This design comes from an exercise in tuning for small area on the open sky130 flow, not from production work.
Only simulation tests tie the RTL to the original design; equivalence was not proved.

run A:
// synapse
module synapse #(
    parameter DW = 16, T_DW = 4
)(
    input wire clk,
    input wire rst,
    input wire en,
    input wire [DW - 1 : 0] weights_w,
    input wire write_enable,
    output reg [DW - 1 : 0] weights_r,
    input wire read_enable,
    input wire pre_spiking,
    output reg signed [DW - 1 : 0] spking_value,
    output reg post_en,
    input wire update_en,
    input wire signed [DW - 1 : 0] learning_rate
);
Settings: LEC_CHECK=0, ABC_AREA=1, CAP_MARGIN=0, CORE_MARGIN=2, CORE_UTILIZATION=55, CTS_BUF_LIST=sky130_fd_sc_hd__clkbuf_16, CTS_CLUSTER_DIAMETER=80, CTS_CLUSTER_SIZE=30, PLACE_DENSITY=0.7, SLEW_MARGIN=0; clock period 10.0 ns.
standard.sh (not shown) runs the stock make flow with config.mk's settings and CLKGATE_MAP_FILE= SYNTH_SCRIPT=/design/flow/synth_recipe.tcl, a recipe that flattens the netlist after the stock synthesis.
==> flow/flow/run.sh <==
#!/bin/bash
# Own layout flow: the standard flow, with two extra steps after the
# standard synthesis, each kept only if ABC's cec finds the result
# equivalent to the standard netlist (registers as cut points):
#  1. polarity.py re-chooses the polarity of the full-adder cells (a full
#     adder is self-dual) and of some simple gates to drop inverters;
#  2. resyn.sh re-maps the logic between the adders and registers with an
#     area-oriented ABC script, twice (the second pass still finds savings).
# Each tool's output goes to a log file of its own in this folder.
set -euo pipefail
R=orfs/results/${FLOW_PLATFORM:-sky130hd}/synapse/base
TOP=${FLOW_TOP:-synapse}
bash standard.sh synth > std_synth.log 2>&1
cp $R/1_2_yosys.v synth_standard.v
cur=synth_standard.v
if python3 flow/polarity.py $cur synth_polarity.v > polarity.log 2>&1 \
   && bash flow/cec.sh synth_standard.v synth_polarity.v $TOP > cec_polarity.log 2>&1 \
   && grep -q "Networks are equivalent" cec_polarity.log; then
  cur=synth_polarity.v
fi
for pass in 1 2; do
  if bash flow/resyn.sh $cur synth_resyn$pass.v $TOP > resyn$pass.log 2>&1 \
     && bash flow/cec.sh synth_standard.v synth_resyn$pass.v $TOP > cec_resyn$pass.log 2>&1 \
     && grep -q "Networks are equivalent" cec_resyn$pass.log; then
    cur=synth_resyn$pass.v
  fi
done
echo "netlist used: $cur" > netlist_used.log
if [[ $cur != synth_standard.v ]]; then
  sleep 1
  cp $cur $R/1_2_yosys.v
fi
bash standard.sh > std_layout.log 2>&1
==> flow/flow/resyn.sh <==
#!/bin/bash
# resyn.sh IN.v OUT.v TOP: re-map the combinational logic of a mapped netlist
# with an area-oriented ABC script. Full adders, half adders, flip-flops and
# tie cells are kept as they are (so every register keeps its cell and name);
# the logic between them is read as the library's cell functions and mapped
# again onto the platform's cells, leaving out its don't-use cells.
set -euo pipefail
FH=${FLOW_HOME:-/OpenROAD-flow-scripts/flow}
L=$FH/platforms/sky130hd/lib/sky130_fd_sc_hd__tt_025C_1v80.lib
DU=$(sed -n '/^export DONT_USE_CELLS += /,/^#/p' $FH/platforms/sky130hd/config.mk \
     | grep -o "sky130_fd_sc_hd__[a-z0-9_]*" | sed 's/^/-dont_use /' | tr '\n' ' ')
printf 'set_driving_cell sky130_fd_sc_hd__buf_1\nset_load 5\n' > resyn_abc.constr
yosys -q -l resyn_yosys_$(basename $2 .v).log -p "
read_liberty -ignore_miss_func $L
setattr -mod -set keep_hierarchy 1 sky130_fd_sc_hd__fa_1 sky130_fd_sc_hd__ha_1 sky130_fd_sc_hd__dfxtp_1 sky130_fd_sc_hd__conb_1
read_verilog $1
hierarchy -top $3
flatten
opt_clean
abc -D 10000 -liberty $L $DU -constr resyn_abc.constr -script flow/resyn.abc
opt_clean -purge
select $3
write_verilog -noattr -selected $2
"
Other scripts of this flow, unchanged in this note and not shown: flow/flow/cec.sh, flow/flow/polarity.py, flow/flow/resyn.abc
Run A finished all stages; the layout is clean.
Changes in run B relative to run A:
--- a/flow/flow/run.sh
+++ b/flow/flow/run.sh
@@ -7,3 +7,3 @@
 #  2. resyn.sh re-maps the logic between the adders and registers with an
-#     area-oriented ABC script, twice (the second pass still finds savings).
+#     area-oriented ABC script.
 # Each tool's output goes to a log file of its own in this folder.
@@ -20,9 +20,7 @@
 fi
-for pass in 1 2; do
-  if bash flow/resyn.sh $cur synth_resyn$pass.v $TOP > resyn$pass.log 2>&1 \
-     && bash flow/cec.sh synth_standard.v synth_resyn$pass.v $TOP > cec_resyn$pass.log 2>&1 \
-     && grep -q "Networks are equivalent" cec_resyn$pass.log; then
-    cur=synth_resyn$pass.v
-  fi
-done
+if bash flow/resyn.sh $cur synth_resyn.v $TOP > resyn.log 2>&1 \
+   && bash flow/cec.sh synth_standard.v synth_resyn.v $TOP > cec_resyn.log 2>&1 \
+   && grep -q "Networks are equivalent" cec_resyn.log; then
+  cur=synth_resyn.v
+fi
 echo "netlist used: $cur" > netlist_used.log
--- a/flow/flow/resyn.sh
+++ b/flow/flow/resyn.sh
@@ -12,3 +12,3 @@
 printf 'set_driving_cell sky130_fd_sc_hd__buf_1\nset_load 5\n' > resyn_abc.constr
-yosys -q -l resyn_yosys_$(basename $2 .v).log -p "
+yosys -q -l resyn_yosys.log -p "
 read_liberty -ignore_miss_func $L
==> notes.md <==
- In the flow results for run B and run A, the hold slack is smaller on run B.
- Run B vs. run A: height of the die went up by 0.81 um.
For run C, these inputs were changed with respect to run B:
Settings: CTS_CLUSTER_SIZE changed from 30 to 16; CTS_BUF_LIST changed from sky130_fd_sc_hd__clkbuf_16 to sky130_fd_sc_hd__clkbuf_8; CTS_CLUSTER_DIAMETER changed from 80 to 60.
--- outcome ---
- From run B to run C the numbers moved as follows: post-detailed-routing wire length higher.

Setup of red:
synapse, a different RTL version from the one above (not shown whole).
Size: about 21000 um2 of cells after synthesis.
export LEC_CHECK = 0
export ABC_AREA = 1
export CAP_MARGIN = 0
export CORE_MARGIN = 2
export CORE_UTILIZATION = 40
export CTS_BUF_LIST = sky130_fd_sc_hd__clkbuf_4
export SLEW_MARGIN = 0
create_clock -name core_clock -period 10.0 [get_ports {clk}]
==> flow/flow/run.sh <==
#!/bin/bash
# Own layout flow: the standard flow, with two extra steps after the
# standard synthesis, each kept only if ABC's cec finds the result
# equivalent to the standard netlist (registers as cut points):
#  1. polarity.py re-chooses the polarity of the full-adder cells (a full
#     adder is self-dual) and of some simple gates to drop inverters;
#  2. resyn.sh re-maps the logic between the adders and registers with an
#     area-oriented ABC script.
# Each tool's output goes to a log file of its own in this folder.
set -euo pipefail
R=orfs/results/${FLOW_PLATFORM:-sky130hd}/synapse/base
TOP=${FLOW_TOP:-synapse}
bash standard.sh synth > std_synth.log 2>&1
cp $R/1_2_yosys.v synth_standard.v
cur=synth_standard.v
if python3 flow/polarity.py $cur synth_polarity.v > polarity.log 2>&1 \
   && bash flow/cec.sh synth_standard.v synth_polarity.v $TOP > cec_polarity.log 2>&1 \
   && grep -q "Networks are equivalent" cec_polarity.log; then
  cur=synth_polarity.v
fi
if bash flow/resyn.sh $cur synth_resyn.v $TOP > resyn.log 2>&1 \
   && bash flow/cec.sh synth_standard.v synth_resyn.v $TOP > cec_resyn.log 2>&1 \
   && grep -q "Networks are equivalent" cec_resyn.log; then
  cur=synth_resyn.v
fi
echo "netlist used: $cur" > netlist_used.log
if [[ $cur != synth_standard.v ]]; then
  sleep 1
  cp $cur $R/1_2_yosys.v
fi
bash standard.sh > std_layout.log 2>&1
Other scripts of this flow, unchanged in this note and not shown: flow/flow/cec.sh, flow/flow/polarity.py, flow/flow/resyn.abc, flow/flow/resyn.sh
Every stage of the flow completed for red, and the final layout passed the timing, DRC and antenna checks.
## Diff of input files: blue against red
Settings: an added CTS_CLUSTER_DIAMETER of 60; a change of CORE_UTILIZATION from 40 to 55; a change of CTS_BUF_LIST from sky130_fd_sc_hd__clkbuf_4 to sky130_fd_sc_hd__clkbuf_8; an added PLACE_DENSITY of 0.7; an added CTS_CLUSTER_SIZE of 16.
## What came out
Taking red as the reference, in blue routed wire length went up 300 um, pin slew with the least headroom to its limit climbed 370 ps. Iteration-0 DRC count of the detailed router ended up about 34% higher on blue than on red. Compared with red, blue shows a higher multi-input combinational area share. Maximum clock frequency up 0.45% in blue wrt red. Compared with red, in blue required time of the critical path decreased by 150 ps relative to the old numbers, worst setup slack increased by 43 ps relative to the old numbers, global router's overall resource usage increased by 9.8 points relative to the old numbers, non-clock buffer contribution to total cell area increased by 0.20 points relative to the old numbers, total routed wire length on the met1 layer increased by 1000 um relative to the old numbers.

[separate check: timing with driven ports]
In the flow no input, the clock included, has a driving cell. The finished layouts below were timed again as built, in two steps.
Step 1: set_driving_cell puts a clkbuf_16 on clk and a buf_2 on each other input, an assumption about the parent block.
Step 2 times the ports against the registers' clock, not the clock port: input delays grow and output delays shrink by t, the midpoint of the rising clock arrivals with the driver on.
a / b / c = ideal / step 1 / step 2; a / b = the first two.
run | shift t [ns] | setup slack, ns | worst setup path at the end
run A | 0.538 | 0.475 / 0.475 / 0.475 | register to register
run B | 0.554 | 0.471 / 0.471 / 0.471 | register to register
run C | 0.654 | 0.410 / 0.410 / 0.410 | register to register
red | 0.825 | 0.399 / 0.399 / 0.399 | register to register
blue | 0.660 | 0.442 / 0.442 / 0.274 | input to register
After both steps setup and hold are still met in every run listed. For blue, which loses most, drivers alone change the setup slack by 0.000 ns; drivers and shift together by -0.168 ns.
